From an optimization exercise on the open Yosys and OpenROAD flow, aimed at small area; shortcuts taken in it are not production practice. In this exercise RTL edits were held to simulation tests only and were not proved equivalent to the original.

// int_alu_top
module int_alu_top (
    input  logic        clk          ,
    input  logic        rst_n        ,
    input  logic        in_valid     ,
    input  logic [ 4:0] in_microop   ,
    input  logic [31:0] in_data1     ,
    input  logic [31:0] in_data2     ,
    input  logic [ 5:0] in_dest      ,
    input  logic [ 2:0] in_ticket    ,
    output logic        out_valid    ,
    output logic [ 5:0] out_dest     ,
    output logic [ 2:0] out_ticket   ,
    output logic [31:0] out_data     ,
    output logic        out_exception,
    output logic [ 3:0] out_cause    ,
    output logic        busy
);
Settings: LEC_CHECK=0, ABC_AREA=1, CAP_MARGIN=20, CORE_MARGIN=2, CORE_UTILIZATION=55, SLEW_MARGIN=20; clock period 10.0 ns.
standard.sh (not shown) runs the stock make flow with config.mk's settings and CLKGATE_MAP_FILE= SYNTH_SCRIPT=/design/flow/synth_recipe.tcl, a recipe that flattens the netlist after the stock synthesis.
==> flow/flow/run.sh <==
#!/bin/bash
# The standard layout, with the port buffers (which the standard flow also
# inserts) taken from the smallest buffer cell instead of clkdlybuf4s50_1.
set -euo pipefail
bash standard.sh BUFFER_PORTS_ARGS="-buffer_cell sky130_fd_sc_hd__buf_1" finish > layout.log 2>&1
The baseline completed without violations.
Change:
==> flow/flow/run.sh (replaced) <==
#!/bin/bash
# The standard layout, except that the port buffers (which the standard
# flow inserts on every input and output) use the smallest buffer cell,
# sky130_fd_sc_hd__buf_1, instead of the one buffer_ports picks by default.
# Synthesis is the standard one, run unchanged. Each step's log is kept here;
# ORFS also keeps every tool's own log under orfs/logs/.
set -euo pipefail
bash standard.sh synth > synth.log 2>&1
bash standard.sh BUFFER_PORTS_ARGS="-buffer_cell sky130_fd_sc_hd__buf_1" CTS_ARGS="-sink_clustering_enable -repair_clock_nets -dont_use_dummy_load" finish > layout.log 2>&1
After rerunning: The new run finished with timing, DRC and antenna clean. Cell area is lower by 0.47%. Die area is unchanged. Cell count is lower by 0.36%. Synthesized cell count is unchanged. Count of clock-buffer cells in the layout is lower by 1.
Change:
==> flow/flow/run.sh (replaced) <==
#!/bin/bash
# The standard layout (standard synthesis, run unchanged), except:
# - the port buffers, which the standard flow inserts on every input and
#   output, use the smallest buffer cell, sky130_fd_sc_hd__buf_1, instead of
#   the one buffer_ports picks by default;
# - clock tree synthesis uses clkbuf_8 buffers and no dummy load cells.
# Each step's log is kept here; ORFS also keeps every tool's own log under
# orfs/logs/.
set -euo pipefail
bash standard.sh synth > synth.log 2>&1
bash standard.sh \
  BUFFER_PORTS_ARGS="-buffer_cell sky130_fd_sc_hd__buf_1" \
  CTS_ARGS="-sink_clustering_enable -repair_clock_nets -dont_use_dummy_load -buf_list sky130_fd_sc_hd__clkbuf_8" \
  finish > layout.log 2>&1
--- a/flow/config.mk
+++ b/flow/config.mk
@@ -10,3 +10,4 @@
 export CORE_MARGIN = 2
-export CORE_UTILIZATION = 55
+export CORE_UTILIZATION = 65
+export PLACE_DENSITY = 0.8
 export SLEW_MARGIN = 20
After rerunning: Hold slack loses 0.014 ns; worst setup slack loses 0.19 ns; final area drops by about 0.7%; synthesized cell count is unchanged; fmax drops by about 2%; cell count drops by 2.7%; die area drops by about 15%; first-iteration DRC count climbs by 27%; area after synthesis is unchanged.

== middle ==
int_alu_top again, from the RTL that the note above started with.
## int_alu_top
module int_alu_top (
    input  logic        clk          ,
    input  logic        rst_n        ,
    input  logic        in_valid     ,
    input  logic [ 4:0] in_microop   ,
    input  logic [31:0] in_data1     ,
    input  logic [31:0] in_data2     ,
    input  logic [ 5:0] in_dest      ,
    input  logic [ 2:0] in_ticket    ,
    output logic        out_valid    ,
    output logic [ 5:0] out_dest     ,
    output logic [ 2:0] out_ticket   ,
    output logic [31:0] out_data     ,
    output logic        out_exception,
    output logic [ 3:0] out_cause    ,
    output logic        busy
);
Settings: LEC_CHECK=0, ABC_AREA=1, CAP_MARGIN=20, CORE_MARGIN=2, CORE_UTILIZATION=55, SLEW_MARGIN=20; clock period 10.0 ns.
run.sh (not shown) runs the stock make flow with config.mk's settings and CLKGATE_MAP_FILE= SYNTH_SCRIPT=/design/flow/synth_recipe.tcl, a recipe that flattens the netlist after the stock synthesis.
Stock flow here: none of the scripts above is used.
For north, these inputs were changed with respect to middle:
Settings: PLACE_DENSITY newly set to 0.75.
==> flow/flow/run.sh (new file) <==
#!/bin/bash
# The standard layout (standard synthesis, run unchanged), except:
# - the port buffers, which the standard flow inserts on every input and
#   output, use the smallest buffer cell, sky130_fd_sc_hd__buf_1, instead of
#   the one buffer_ports picks by default;
# - clock tree synthesis uses clkbuf_8 buffers and no dummy load cells.
# Each step's log is kept here; ORFS also keeps every tool's own log under
# orfs/logs/.
set -euo pipefail
bash standard.sh synth > synth.log 2>&1
bash standard.sh \
  BUFFER_PORTS_ARGS="-buffer_cell sky130_fd_sc_hd__buf_1" \
  CTS_ARGS="-sink_clustering_enable -repair_clock_nets -dont_use_dummy_load -buf_list sky130_fd_sc_hd__clkbuf_8" \
  finish > layout.log 2>&1
==> flow/standard.sh (new file) <==
#!/bin/bash
# synth_recipe.tcl (not shown) runs the flow's synth.tcl, then flattens the netlist and writes it again
# the make line also repeats each setting of config.mk as NAME=value (left out here)
make -C /OpenROAD-flow-scripts/flow DESIGN_CONFIG=/design/flow/config.mk WORK_HOME=/design/flow/orfs CLKGATE_MAP_FILE= SYNTH_SCRIPT=/design/flow/synth_recipe.tcl "${@:-finish}"
removed: flow/run.sh
Results
- north: done, clean on timing, DRC and antenna
- Design area ends up higher on middle.
- Diff middle -> north | number of nets in the layout | down slightly
- north gives more clock skew than middle did.
- [compare] base=middle new=north: setup slack +200 ps; total length of routed wires saw a decrease.
- Re average cell area after synthesis: no difference whatsoever between middle and north.

[separate check: timing with driven ports]
Ports are ideal in the flow. The routed layouts listed here were re-timed in OpenROAD. Step 1 (the two cells are an assumption about what drives the block):
set clk [get_ports {clk}]
set_driving_cell -lib_cell sky130_fd_sc_hd__clkbuf_16 $clk
set_driving_cell -lib_cell sky130_fd_sc_hd__buf_2 [delete_from_list [all_inputs] $clk]
Step 2 times the ports against the registers' clock, not the clock port: input delays grow and output delays shrink by t, the midpoint of the rising clock arrivals with the driver on. a / b / c = no drivers / after step 1 / after step 2; a / b = the first two.
| run | t (ns) | setup slack, ns | hold slack, ns | slew at the worst register clock pin (ns) | pins driven straight from the clock port |
|---|---|---|---|---|---|
| the first run of note 1 | 0.520 | 0.444 / 0.406 / 0.141 | 0.323 / 0.323 / 0.323 | 0.09 / 0.09 | 1 |
| the second run of note 1 | 0.501 | 0.439 / 0.400 / 0.222 | 0.318 / 0.318 / 0.318 | 0.08 / 0.08 | 1 |
| the third run of note 1 | 0.577 | 0.248 / 0.224 / -0.053 | 0.304 / 0.304 / 0.304 | 0.12 / 0.12 | 1 |
| middle | 0.520 | 0.277 / 0.241 / 0.005 | 0.320 / 0.320 / 0.320 | 0.09 / 0.09 | 1 |
| north | 0.584 | 0.475 / 0.457 / -0.087 | 0.305 / 0.305 / 0.305 | 0.11 / 0.11 | 1 |
Met with ideal ports but missed after step 2: setup timing in the third run of note 1 and north. The setup slack of north, which loses most, moves by -0.018 ns with the drivers and by -0.562 ns with both steps.
